Background: an optimization exercise with open tools, aiming at small area, a short achievable clock period and few clock cycles per item. Do not read the settings as production practice.
At most, simulation tests tie the RTL to the original design; equivalence was not proved.
Power is estimated from default activity; no workload was simulated.

==> flow/design.v <==
module hft_div #(
    parameter SW = 30
)(
    input  wire          clk,
    input  wire          rst_n,
    input  wire          full,       
    input  wire          full_nx,    
    input  wire          in_v,
    input  wire [31:0]   num,
    input  wire [26:0]   den,
    input  wire [SW-1:0] side_in,
    output wire          adv,        
    output reg           rdy,        
    output wire          out_v,      
    output wire [6:0]    quotient,
    output wire [SW-1:0] side_out
);
    reg [26:0]   r  [0:5];
    reg [26:0]   d  [0:5];
    reg [6:0]    nq [0:6];    
    reg [SW-1:0] sd [0:6];
    reg [6:0]    v;           
    reg [6:0]    p;           
    reg [2:0]    wt;          
    wire rot = (wt != 3'd0) | (v[6] & full);
    assign adv      = ~rot;
    assign out_v    = v[6] & ~rot;
    assign quotient = nq[6];
    assign side_out = sd[6];
    integer k;
    reg [26:0] ri, di;
    reg [6:0]  ni;
    reg [28:0] t;
    wire [2:0] wt_nx = (wt != 3'd0) ? wt - 3'd1 : ((v[6] & full) ? 3'd6 : 3'd0);
    always @(posedge clk) begin
        if (!rst_n) begin
            v   <= 0;
            wt  <= 0;
            rdy <= 1'b1;
        end else begin
            v   <= {v[5:0], rot ? v[6] : in_v};
            wt  <= wt_nx;
            rdy <= ~((wt_nx != 3'd0) | (v[5] & full_nx));
        end
    end
    always @(posedge clk) begin
        p <= {p[5:0], rot};
        for (k = 0; k < 7; k = k + 1) begin
            if (k == 0) begin
                ri = {2'b0, num[31:7]};
                di = den;
                ni = num[6:0];
            end else begin
                ri = r[k-1];
                di = d[k-1];
                ni = nq[k-1];
            end
            t = {1'b0, ri, ni[6]} - {2'b0, di};
            if (k < 6) begin
                r[k] <= t[28] ? {ri[25:0], ni[6]} : t[26:0];
                d[k] <= di;
            end
            if (k == 0) begin
                nq[0] <= rot ? {nq[6][5:0], nq[6][6]} : {ni[5:0], ~t[28]};
                sd[0] <= rot ? sd[6] : side_in;
            end else begin
                nq[k] <= {ni[5:0], p[k-1] ? ni[6] : ~t[28]};
                sd[k] <= sd[k-1];
            end
        end
    end
endmodule
module hft #(
    parameter N_SHORT = 12,
    parameter N_LONG  = 26,
    parameter N_RSI = 14
)(
    input  wire        s_aclk,
    input  wire        s_aresetn,
    input  wire        s_axis_tvalid,
    input  wire        m_axis_tready,
    input  wire        s_axis_tlast,
    input  wire [31:0] s_axis_tdata,
    output wire        s_axis_tready,
    output wire        m_axis_tvalid,
    output wire        m_axis_tlast,
    output wire [31:0] m_axis_macd_tdata,
    output wire [31:0] m_axis_rsi_tdata
);
    integer i;
    reg        ov, kv;
    reg [27:0] o_macd, k_macd;
    reg [6:0]  o_rsi, k_rsi;
    reg        o_last, k_last;
    wire adv;                        
    wire rdy;                        
    assign s_axis_tready = rdy;
    reg        v0, t0;
    reg [31:0] x0;
    always @(posedge s_aclk) begin
        if (!s_aresetn) v0 <= 0;
        else if (adv)   v0 <= s_axis_tvalid;
        if (adv) begin
            x0 <= s_axis_tdata;
            t0 <= s_axis_tlast;
        end
    end
    reg [31:0] w [0:N_LONG-1];
    reg [4:0]  cnt;                  
    reg        f1, f12, f14, f26;    
    reg        v1, t1, pnz1;
    reg [32:0] d1, e12, e26, so1;
    reg [32:0] sl [0:N_RSI-1];
    wire [31:0] prev  = f1  ? w[0]  : 32'd0;
    wire [31:0] old12 = f12 ? w[N_SHORT-1] : 32'd0;
    wire [31:0] old26 = f26 ? w[N_LONG-1]  : 32'd0;
    wire        go1   = adv & v0;
    wire [4:0]  cnt_n = (cnt == 5'd26) ? cnt : cnt + 5'd1;
    always @(posedge s_aclk) begin
        if (go1) begin
            w[0] <= x0;
            for (i = 1; i < N_LONG; i = i + 1) w[i] <= w[i-1];
        end
        if (adv) begin
            d1   <= {1'b0, x0} - {1'b0, prev};
            e12  <= {1'b0, x0} - {1'b0, old12};
            e26  <= {1'b0, x0} - {1'b0, old26};
            pnz1 <= |prev;
            so1  <= f14 ? (v1 ? sl[N_RSI-2] : sl[N_RSI-1]) : 33'd0;
            t1   <= t0;
        end
    end
    always @(posedge s_aclk) begin
        if (!s_aresetn) begin
            cnt <= 0; f1 <= 0; f12 <= 0; f14 <= 0; f26 <= 0; v1 <= 0;
        end else begin
            if (adv) v1 <= v0;
            if (go1) begin
                cnt <= cnt_n;
                f1  <= 1'b1;
                f12 <= cnt_n >= 5'd12;
                f14 <= cnt_n >= 5'd14;
                f26 <= cnt_n >= 5'd26;
            end
        end
    end
    reg [35:0] s12;
    reg [36:0] s26;
    reg        v2, t2, pnz2;
    reg [32:0] gd2, ld2;
    wire        go2  = adv & v1;
    wire [32:0] g_new = d1[32]  ? 33'd0 : {1'b0, d1[31:0]};
    wire [32:0] g_old = so1[32] ? 33'd0 : {1'b0, so1[31:0]};
    wire [32:0] m_new = d1[32]  ? d1  : 33'd0;    
    wire [32:0] m_old = so1[32] ? so1 : 33'd0;
    always @(posedge s_aclk) begin
        if (go2) begin
            sl[0] <= pnz1 ? d1 : so1;
            for (i = 1; i < N_RSI; i = i + 1) sl[i] <= sl[i-1];
        end
        if (adv) begin
            gd2 <= g_new - g_old;       
            pnz2 <= pnz1;
            ld2 <= m_old - m_new;       
            t2  <= t1;
        end
    end
    always @(posedge s_aclk) begin
        if (!s_aresetn) begin
            s12 <= 0; s26 <= 0; v2 <= 0;
        end else begin
            if (adv) v2 <= v1;
            if (go2) begin
                s12 <= s12 + {{3{e12[32]}}, e12};
                s26 <= s26 + {{4{e26[32]}}, e26};
            end
        end
    end
    reg [35:0] gs, ls;
    reg [36:0] p3, q3;
    reg        v3, t3;
    wire       go3 = adv & v2 & pnz2;
    always @(posedge s_aclk) begin
        if (!s_aresetn) begin
            gs <= 0; ls <= 0; v3 <= 0;
        end else begin
            if (adv) v3 <= v2;
            if (go3) begin
                gs <= gs + {{3{gd2[32]}}, gd2};
                ls <= ls + {{3{ld2[32]}}, ld2};
            end
        end
        if (adv) begin
            p3 <= {1'b0, s12} + ({1'b0, s12} << 2);
            q3 <= s26 + (s26 << 1);
            t3 <= t2;
        end
    end
    reg        v4, t4;
    reg [25:0] ag4, al4;
    reg [26:0] ah4, bh4;
    wire [35:0] ag_full = (gs << 6) + (gs << 3) + gs;    
    wire [35:0] al_full = (ls << 6) + (ls << 3) + ls;
    wire [36:0] a_full  = p3 + (p3 << 4);                
    wire [36:0] b_full  = q3 + (q3 << 2) + (q3 << 3);    
    always @(posedge s_aclk) begin
        if (!s_aresetn) v4 <= 0;
        else if (adv)   v4 <= v3;
        if (adv) begin
            ag4 <= ag_full[35:10];
            al4 <= al_full[35:10];
            ah4 <= a_full[36:10];
            bh4 <= b_full[36:10];
            t4  <= t3;
        end
    end
    reg        v5, t5, lz5;
    reg [31:0] num5;
    reg [26:0] den5;
    reg [27:0] macd5;
    wire [31:0] ag4w = {6'd0, ag4};
    wire [31:0] num_full = (ag4w << 6) + (ag4w << 5) + (ag4w << 2);
    always @(posedge s_aclk) begin
        if (!s_aresetn) v5 <= 0;
        else if (adv)   v5 <= v4;
        if (adv) begin
            num5  <= num_full;
            den5  <= {1'b0, ag4} + {1'b0, al4};
            lz5   <= ~|al4;
            macd5 <= {1'b0, ah4} - {1'b0, bh4};
            t5    <= t4;
        end
    end
    wire        vq;
    wire        kv_nx = ~(~ov | m_axis_tready) & (kv | vq);    
    wire [6:0]  q;
    wire [29:0] side;
    hft_div #(.SW(30)) u_div (
        .clk      (s_aclk),
        .rst_n    (s_aresetn),
        .full     (kv),
        .full_nx  (kv_nx),
        .in_v     (v5),
        .num      (num5),
        .den      (den5),
        .side_in  ({lz5, t5, macd5}),
        .adv      (adv),
        .rdy      (rdy),
        .out_v    (vq),
        .quotient (q),
        .side_out (side)
    );
    wire [6:0]  rsi_n  = side[29] ? 7'd100 : q;
    wire [27:0] macd_n = side[27:0];
    wire        last_n = side[28];
    wire push   = vq;
    wire o_load = ~ov | m_axis_tready;
    always @(posedge s_aclk) begin
        if (!s_aresetn) begin
            ov <= 0; kv <= 0;
        end else begin
            if (o_load) begin
                ov  <= kv | push;
                kv  <= 1'b0;
            end else if (push) begin
                kv  <= 1'b1;
            end
        end
        if (o_load) begin
            o_macd <= kv ? k_macd : macd_n;
            o_rsi  <= kv ? k_rsi  : rsi_n;
            o_last <= kv ? k_last : last_n;
        end
        if (!kv) begin
            k_macd <= macd_n;
            k_rsi  <= rsi_n;
            k_last <= last_n;
        end
    end
    assign m_axis_tvalid     = ov;
    assign m_axis_tlast      = o_last;
    assign m_axis_macd_tdata = {{4{o_macd[27]}}, o_macd};
    assign m_axis_rsi_tdata  = {25'd0, o_rsi};
endmodule
clock: 8.0 ns
lec_check: 0
cap_margin: 20
core_margin: 2
core_utilization: 55
cts_buf_list: sky130_fd_sc_hd__clkbuf_8 sky130_fd_sc_hd__clkbuf_16
cts_cluster_diameter: 80
cts_cluster_size: 30
setup_slack_margin: 4.2
slew_margin: 20
tns_end_percent: 5
run.sh (not shown) runs the stock make flow with config.mk's settings and CLKGATE_MAP_FILE= SYNTH_SCRIPT=/design/flow/synth_recipe.tcl, a recipe that flattens the netlist after the stock synthesis.
Change:
--- a/flow/design.v
+++ b/flow/design.v
@@ -4,13 +4,11 @@
     input  wire          clk,
     input  wire          rst_n,
     input  wire          full,       
-    input  wire          full_nx,    
     input  wire          in_v,
     input  wire [31:0]   num,
     input  wire [26:0]   den,
     input  wire [SW-1:0] side_in,
     output wire          adv,        
-    output reg           rdy,        
     output wire          out_v,      
     output wire [6:0]    quotient,
     output wire [SW-1:0] side_out
@@ -31,16 +29,14 @@
     reg [26:0] ri, di;
     reg [6:0]  ni;
     reg [28:0] t;
-    wire [2:0] wt_nx = (wt != 3'd0) ? wt - 3'd1 : ((v[6] & full) ? 3'd6 : 3'd0);
     always @(posedge clk) begin
         if (!rst_n) begin
-            v   <= 0;
-            wt  <= 0;
-            rdy <= 1'b1;
-        end else begin
-            v   <= {v[5:0], rot ? v[6] : in_v};
-            wt  <= wt_nx;
-            rdy <= ~((wt_nx != 3'd0) | (v[5] & full_nx));
+            v  <= 0;
+            wt <= 0;
+        end else begin
+            v <= {v[5:0], rot ? v[6] : in_v};
+            if (wt != 3'd0)          wt <= wt - 3'd1;
+            else if (v[6] & full)    wt <= 3'd6;
         end
     end
     always @(posedge clk) begin
@@ -93,8 +89,7 @@
     reg [6:0]  o_rsi, k_rsi;
     reg        o_last, k_last;
     wire adv;                        
-    wire rdy;                        
-    assign s_axis_tready = rdy;
+    assign s_axis_tready = adv;
     reg        v0, t0;
     reg [31:0] x0;
     always @(posedge s_aclk) begin
@@ -232,20 +227,17 @@
         end
     end
     wire        vq;
-    wire        kv_nx = ~(~ov | m_axis_tready) & (kv | vq);    
     wire [6:0]  q;
     wire [29:0] side;
     hft_div #(.SW(30)) u_div (
         .clk      (s_aclk),
         .rst_n    (s_aresetn),
         .full     (kv),
-        .full_nx  (kv_nx),
         .in_v     (v5),
         .num      (num5),
         .den      (den5),
         .side_in  ({lz5, t5, macd5}),
         .adv      (adv),
-        .rdy      (rdy),
         .out_v    (vq),
         .quotient (q),
         .side_out (side)
What happened: Design area goes up by 0.71%. Sequential power goes down by about 3%. Global-route usage goes up by 0.94 points. Setup slack is better by 100 ps. Count of clock-buffer cells in the layout goes down by 6. Synthesized cell count goes up by 3.7%. Utilization goes down by 0.36 points. First-iteration DRC count goes up by 1.1%. Clock skew goes up by 5.4 ps. Hold slack is worse by 15 ps. Wire length goes up by 6.9%. Register-to-register slack is better by 120 ps. Total power stays flat.
Testbench counts after the change, summed over its fixed seeds: cycles 2,160, items 2,048.
No functional check of the RTL was part of the first run of this note.

==> static timing again, ports no longer ideal <==
Ports are ideal in the flow. The routed layouts listed here were re-timed in OpenROAD.
Step 1 assumes that a clkbuf_16 drives the clock port and a buf_2 every other input.
Step 2, shift: input delay + t, output delay - t, t = (earliest + latest rising clock arrival at the registers) / 2. This alone moves slack from input paths to output paths.
Slacks: ideal ports / drivers / drivers and shift; pairs: ideal ports / drivers.
run | t (ns) | slack for setup (ns) | worst setup path at the end
the first run | 0.901 | 4.109 / 4.109 / 3.754 | input to register
the second run | 0.906 | 4.212 / 4.123 / 4.230 | register to register
After both steps every run listed still meets setup and hold. For the first run, which loses most, drivers alone change the setup slack by 0.000 ns; drivers and shift together by -0.355 ns.
